From an optimization exercise on the open Yosys and OpenROAD flow, aimed at small area, a short achievable clock period and few clock cycles per item; shortcuts taken in it are not production practice. Function was checked by simulation only, so behaviour that the tests miss may differ from the original.

Setup of v6:
Design proc, start of the top module:
module proc(
    i_clk    ,
    i_rstn   ,
    i_en     ,
    i_grant_rd  ,
    i_grant_wr  ,
    i_valid  ,
    i_instr ,
    i_data ,
    o_addr  ,
    o_finish ,
    o_req_rd,
    o_req_wr,
    o_ack    ,
    o_data   ,
    o_wr_size ,
    o_busy
);
    input  [25:0] i_instr;
    input i_clk  ;
    input i_rstn ;
    input i_en   ;
    input i_grant_rd ;
    input i_grant_wr ;
    input i_valid ;
    output o_finish;
    output o_req_rd;
    output o_req_wr;
    output o_busy;
    output o_ack ;
    output [23:0] o_addr ;
    output [2:0] o_wr_size;
    input  [127:0] i_data  ;
    output [127:0] o_data;
    localparam INSTR_LD    = 2'd0;
    localparam INSTR_INFO  = 2'd1;
    localparam INSTR_STORE = 2'd2;
    wire [1:0]  opc     = i_instr[25:24];
    wire [23:0] payload = i_instr[23:0];
    reg busy_r, fin_r, ack_r;
    reg s_ld1, s_ld2, s_info, s_store;    
    reg run;                              
    reg rq_rd, rq_wr;                     
    reg rb;                               
    reg rdperm;                           
    reg rd_done;                          
    reg [1:0] inflight;                   
    reg rfull;                            
    reg seq_act;                          
    reg [1:0] seq_lane;                   
    reg s0_v, s1_v;                       
    reg [1:0] s0_lane, s1_lane;
    reg [23:0] addr_a, addr_b, addr_w;
    reg [23:0] oaddr;                     
    reg [2:0]  wsz;                       
    reg [19:0] rcnt;                      
    reg        rfrac;                     
    reg [2:0]  wsz_last;                  
    reg [1:0]  op;
  ...
Settings: LEC_CHECK=0, CAP_MARGIN=10, CORE_MARGIN=2, CORE_UTILIZATION=65, SLEW_MARGIN=10, SYNTH_HIERARCHICAL=1; clock period 11.0 ns.
standard.sh (not shown) runs the stock make flow with config.mk's settings and CLKGATE_MAP_FILE= SYNTH_SCRIPT=/design/flow/synth_recipe.tcl, a recipe that flattens the netlist after the stock synthesis.
==> flow/flow/run.sh <==
#!/bin/bash
# Own flow: the standard ORFS flow (standard.sh, unchanged synthesis), with
#  - the port buffers made as sky130_fd_sc_hd__buf_1 instead of the default delay buffer,
#  - timing repair (floorplan, CTS, global route) aiming at extra setup slack,
#  - clock tree synthesis without dummy loads.
# The make output goes to make.log; ORFS writes each step's log under orfs/logs/.
set -euo pipefail
export BUFFER_PORTS_ARGS="-buffer_cell sky130_fd_sc_hd__buf_1"
export SETUP_SLACK_MARGIN=7.3
export CTS_ARGS="-sink_clustering_enable -repair_clock_nets -sink_clustering_size 8 -sink_clustering_max_diameter 40 -buf_list {sky130_fd_sc_hd__clkbuf_4} -dont_use_dummy_load"
bash standard.sh > make.log 2>&1
Testbench counts of v6, summed over its fixed seeds: cycles 21,430, items 15,905.
## Diff of input files: v7 against v6
- SLEW_MARGIN now 20, was 10
- CAP_MARGIN now 20, was 10
- PLACE_DENSITY now 0.85, previously not set
v7 ended with every stage complete and zero timing, DRC or antenna violations.
Slack of the worst reg-to-reg path for v7: 0.06 ns down relative to v6
v7 reports its path type of the worst setup path as input port to flop while v6 reports flop to output pin.
Changes observed in v7 relative to v6: final core utilization fell by 0.24 points.

---

proc again, from the RTL that the note above started with.
clock: 11.0 ns
lec_check: 0
cap_margin: 20
core_margin: 2
core_utilization: 65
slew_margin: 20
synth_hierarchical: 1
tns_end_percent: 10
Scripts as last shown in full above: flow/flow/run.sh
The first run finished clean.
Testbench counts at the start, summed over its fixed seeds: cycles 21,430, items 15,905.
Rerun with:
--- a/flow/flow/run.sh
+++ b/flow/flow/run.sh
@@ -8,3 +8,3 @@
 export BUFFER_PORTS_ARGS="-buffer_cell sky130_fd_sc_hd__buf_1"
-export SETUP_SLACK_MARGIN=7.3
+export SETUP_SLACK_MARGIN=6.7
 export CTS_ARGS="-sink_clustering_enable -repair_clock_nets -sink_clustering_size 8 -sink_clustering_max_diameter 40 -buf_list {sky130_fd_sc_hd__clkbuf_4} -dont_use_dummy_load"
- TNS_END_PERCENT: 10 -> not set
=> Setup slack gets worse by 0.36 ns. Design area shrinks by about 2.8%. Clock skew came out higher by 0.071 ns. Wire length went down by about 2%.
Rerun with:
--- a/flow/flow/run.sh
+++ b/flow/flow/run.sh
@@ -8,3 +8,3 @@
 export BUFFER_PORTS_ARGS="-buffer_cell sky130_fd_sc_hd__buf_1"
-export SETUP_SLACK_MARGIN=6.7
+export SETUP_SLACK_MARGIN=7.3
 export CTS_ARGS="-sink_clustering_enable -repair_clock_nets -sink_clustering_size 8 -sink_clustering_max_diameter 40 -buf_list {sky130_fd_sc_hd__clkbuf_4} -dont_use_dummy_load"
- CORE_UTILIZATION: 65 -> 75
Result: The changed run finished clean; non-clock buffer count came out higher by 39; final area came out higher by 4.9%; die area came out lower by 13%; worst setup slack improves by 0.37 ns; final cell count came out lower by 1.3%; synthesized cell count does not change; utilization came out higher by 15 points.

---

Setup of build 36:
Starting RTL as in the previous note.
## proc
module proc(
    i_clk    ,
    i_rstn   ,
    i_en     ,
    i_grant_rd  ,
    i_grant_wr  ,
    i_valid  ,
    i_instr ,
    i_data ,
    o_addr  ,
    o_finish ,
    o_req_rd,
    o_req_wr,
    o_ack    ,
    o_data   ,
    o_wr_size ,
    o_busy
);
    input  [25:0] i_instr;
    input i_clk  ;
    input i_rstn ;
    input i_en   ;
    input i_grant_rd ;
    input i_grant_wr ;
    input i_valid ;
    output o_finish;
    output o_req_rd;
    output o_req_wr;
    output o_busy;
    output o_ack ;
    output [23:0] o_addr ;
    output [2:0] o_wr_size;
    input  [127:0] i_data  ;
    output [127:0] o_data;
    localparam INSTR_LD    = 2'd0;
    localparam INSTR_INFO  = 2'd1;
    localparam INSTR_STORE = 2'd2;
    wire [1:0]  opc     = i_instr[25:24];
    wire [23:0] payload = i_instr[23:0];
    reg busy_r, fin_r, ack_r;
    reg s_ld1, s_ld2, s_info, s_store;    
    reg run;                              
    reg rq_rd, rq_wr;                     
    reg rb;                               
    reg rdperm;                           
    reg rd_done;                          
    reg [1:0] inflight;                   
    reg rfull;                            
    reg seq_act;                          
    reg [1:0] seq_lane;                   
    reg s0_v, s1_v;                       
    reg [1:0] s0_lane, s1_lane;
    reg [23:0] addr_a, addr_b, addr_w;
    reg [23:0] oaddr;                     
    reg [2:0]  wsz;                       
    reg [19:0] rcnt;                      
    reg        rfrac;                     
    reg [2:0]  wsz_last;                  
    reg [1:0]  op;
    reg [127:0] areg;                     
    reg [127:0] rreg;                     
    reg [127:32] breg;                    
    reg [31:0]  s0_a;                     
    reg [15:0]  s0_one, s0_two, s0_neg;   
    reg [31:0]  s1_r0, s1_r1, s1_r2;      
    reg [2:0]   s1_r3;                    
    wire is_mul = (op == 2'd2);
    wire is_sub = op[0];
  ...
==> flow/config.mk <==
export PLATFORM = sky130hd
export DESIGN_NAME = proc
export DESIGN_NICKNAME = proc
export VERILOG_FILES = /design/flow/design.v
export SDC_FILE = /design/flow/constraint.sdc
export NUM_CORES = 4
export LEC_CHECK = 0
export CAP_MARGIN = 20
export CORE_MARGIN = 2
export CORE_UTILIZATION = 65
export CTS_BUF_LIST = sky130_fd_sc_hd__clkbuf_4 sky130_fd_sc_hd__clkbuf_8
export SLEW_MARGIN = 20
export SYNTH_HIERARCHICAL = 1
==> flow/constraint.sdc <==
create_clock -name core_clock -period 11.0 [get_ports {i_clk}]
set_input_delay 2.2000 -clock core_clock [delete_from_list [all_inputs] [get_ports {i_clk}]]
set_output_delay 2.2000 -clock core_clock [all_outputs]
set_load 0.01 [all_outputs]
==> flow/flow/run.sh <==
#!/bin/bash
# Own flow: the standard ORFS flow (standard.sh, unchanged synthesis), with
#  - the port buffers made as sky130_fd_sc_hd__buf_1 instead of the default delay buffer,
#  - timing repair (floorplan, CTS, global route) aiming at extra setup slack.
# The make output goes to make.log; ORFS writes each step's log under orfs/logs/.
set -euo pipefail
export BUFFER_PORTS_ARGS="-buffer_cell sky130_fd_sc_hd__buf_1"
export SETUP_SLACK_MARGIN=7.3
bash standard.sh > make.log 2>&1
Testbench counts of build 36, summed over its fixed seeds: cycles 21,430, items 15,905.
Input-level comparison between build 83 and build 36:
- a change of CORE_UTILIZATION from 65 to 55
- a deleted CTS_BUF_LIST that had been sky130_fd_sc_hd__clkbuf_4 sky130_fd_sc_hd__clkbuf_8
==> flow/flow/run.sh <==
#!/bin/bash
# Own flow: the standard ORFS flow (standard.sh, unchanged synthesis), with
#  - the port buffers made as sky130_fd_sc_hd__buf_1 instead of the default delay buffer,
#  - timing repair (floorplan, CTS, global route) aiming at extra setup slack,
#  - clock tree synthesis without dummy loads.
# The make output goes to make.log; ORFS writes each step's log under orfs/logs/.
set -euo pipefail
export BUFFER_PORTS_ARGS="-buffer_cell sky130_fd_sc_hd__buf_1"
export SETUP_SLACK_MARGIN=7.3
export CTS_ARGS="-sink_clustering_enable -repair_clock_nets -sink_clustering_size 8 -sink_clustering_max_diameter 40 -buf_list {sky130_fd_sc_hd__clkbuf_4} -dont_use_dummy_load"
bash standard.sh > make.log 2>&1
Findings:
- Max wire length reported by the detailed router across build 36 and build 83: build 83
- When build 83 is set beside build 36, its worst setup slack turns out to be 83 ps larger.
- Build 83: initial antenna violation count 1 above build 36
- Re maximum number of pins on one net before global-route repair: build 36 and build 83 aren't equal, and the higher value belongs to build 83.
- Summary of build 83 over build 36: maximum clock frequency saw an increase.
## Diff of input files: build 41 against build 83
- an added TNS_END_PERCENT of 30
- a change of CORE_UTILIZATION from 55 to 65
Results
- Summary of build 41 over build 83: number of antenna diodes decreased by 1 relative to the old numbers, area of all placed cells without fillers decreased by about 2% relative to the old numbers, met3 wirelength from detailed routing decreased by 2.6% relative to the old numbers, worst setup slack decreased by 130 ps relative to the old numbers.
- Taking build 83 as the reference, in build 41 critical path depth went down 2; via count rose 560.
#### Input delta (build 67 over build 41)
- TNS_END_PERCENT removed (was 30)
- CORE_UTILIZATION changed from 65 to 55
-- flow/flow/run.sh --
<<< build 41, line 9
export SETUP_SLACK_MARGIN=7.3
export CTS_ARGS="-sink_clustering_enable -repair_clock_nets -sink_clustering_size 8 -sink_clustering_max_diameter 40 -buf_list {sky130_fd_sc_hd__clkbuf_4} -dont_use_dummy_load"
bash standard.sh > make.log 2>&1
>>> build 67, line 9
export SETUP_SLACK_MARGIN=7.3
export CTS_ARGS="-sink_clustering_enable -repair_clock_nets -sink_clustering_size 10 -sink_clustering_max_diameter 50 -buf_list {sky130_fd_sc_hd__clkbuf_4} -dont_use_dummy_load"
bash standard.sh > make.log 2>&1
[summary]
Comparing build 67 and build 41, the higher routed length on met3 was measured on build 67. On sequential share of layout area: between build 67 and build 41, it ends up higher for build 41. Build 41 was smaller in final cell area than build 67. Relative to build 41, final critical-path required period has decreased by 98 ps in build 67. Initial antenna violation count was lower in the run labelled build 41. Fmax: higher on build 67.

-- re-timing with driven ports --
In the flow no input, the clock included, has a driving cell. The finished layouts below were timed again as built, in two steps.
Step 1 assumes that a clkbuf_16 drives the clock port and a buf_2 every other input.
Step 2, shift: input delay + t, output delay - t, t = (earliest + latest rising clock arrival at the registers) / 2. This alone moves slack from input paths to output paths.
Slacks: no drivers / after step 1 / after step 2; pairs: no drivers / after step 1.
run | shift t [ns] | slack for setup (ns) | slew at the worst register clock pin (ns)
v6 | 0.945 | 7.262 / 7.195 / 6.385 | 0.10 / 0.10
v7 | 0.966 | 7.199 / 7.234 / 6.280 | 0.11 / 0.11
the first run of note 2 | 0.942 | 7.185 / 7.152 / 6.283 | 0.10 / 0.10
the second run of note 2 | 0.937 | 6.828 / 6.828 / 6.063 | 0.10 / 0.10
the third run of note 2 | 0.950 | 7.202 / 7.140 / 6.374 | 0.11 / 0.11
build 36 | 0.789 | 7.220 / 7.223 / 6.434 | 0.07 / 0.07
build 83 | 0.959 | 7.303 / 7.254 / 6.356 | 0.10 / 0.10
build 41 | 0.960 | 7.170 / 7.150 / 6.251 | 0.10 / 0.10
build 67 | 0.938 | 7.268 / 7.199 / 6.392 | 0.12 / 0.12
After both steps setup and hold are still met in every run listed. For build 83, which loses most, drivers alone change the setup slack by -0.049 ns; drivers and shift together by -0.947 ns.
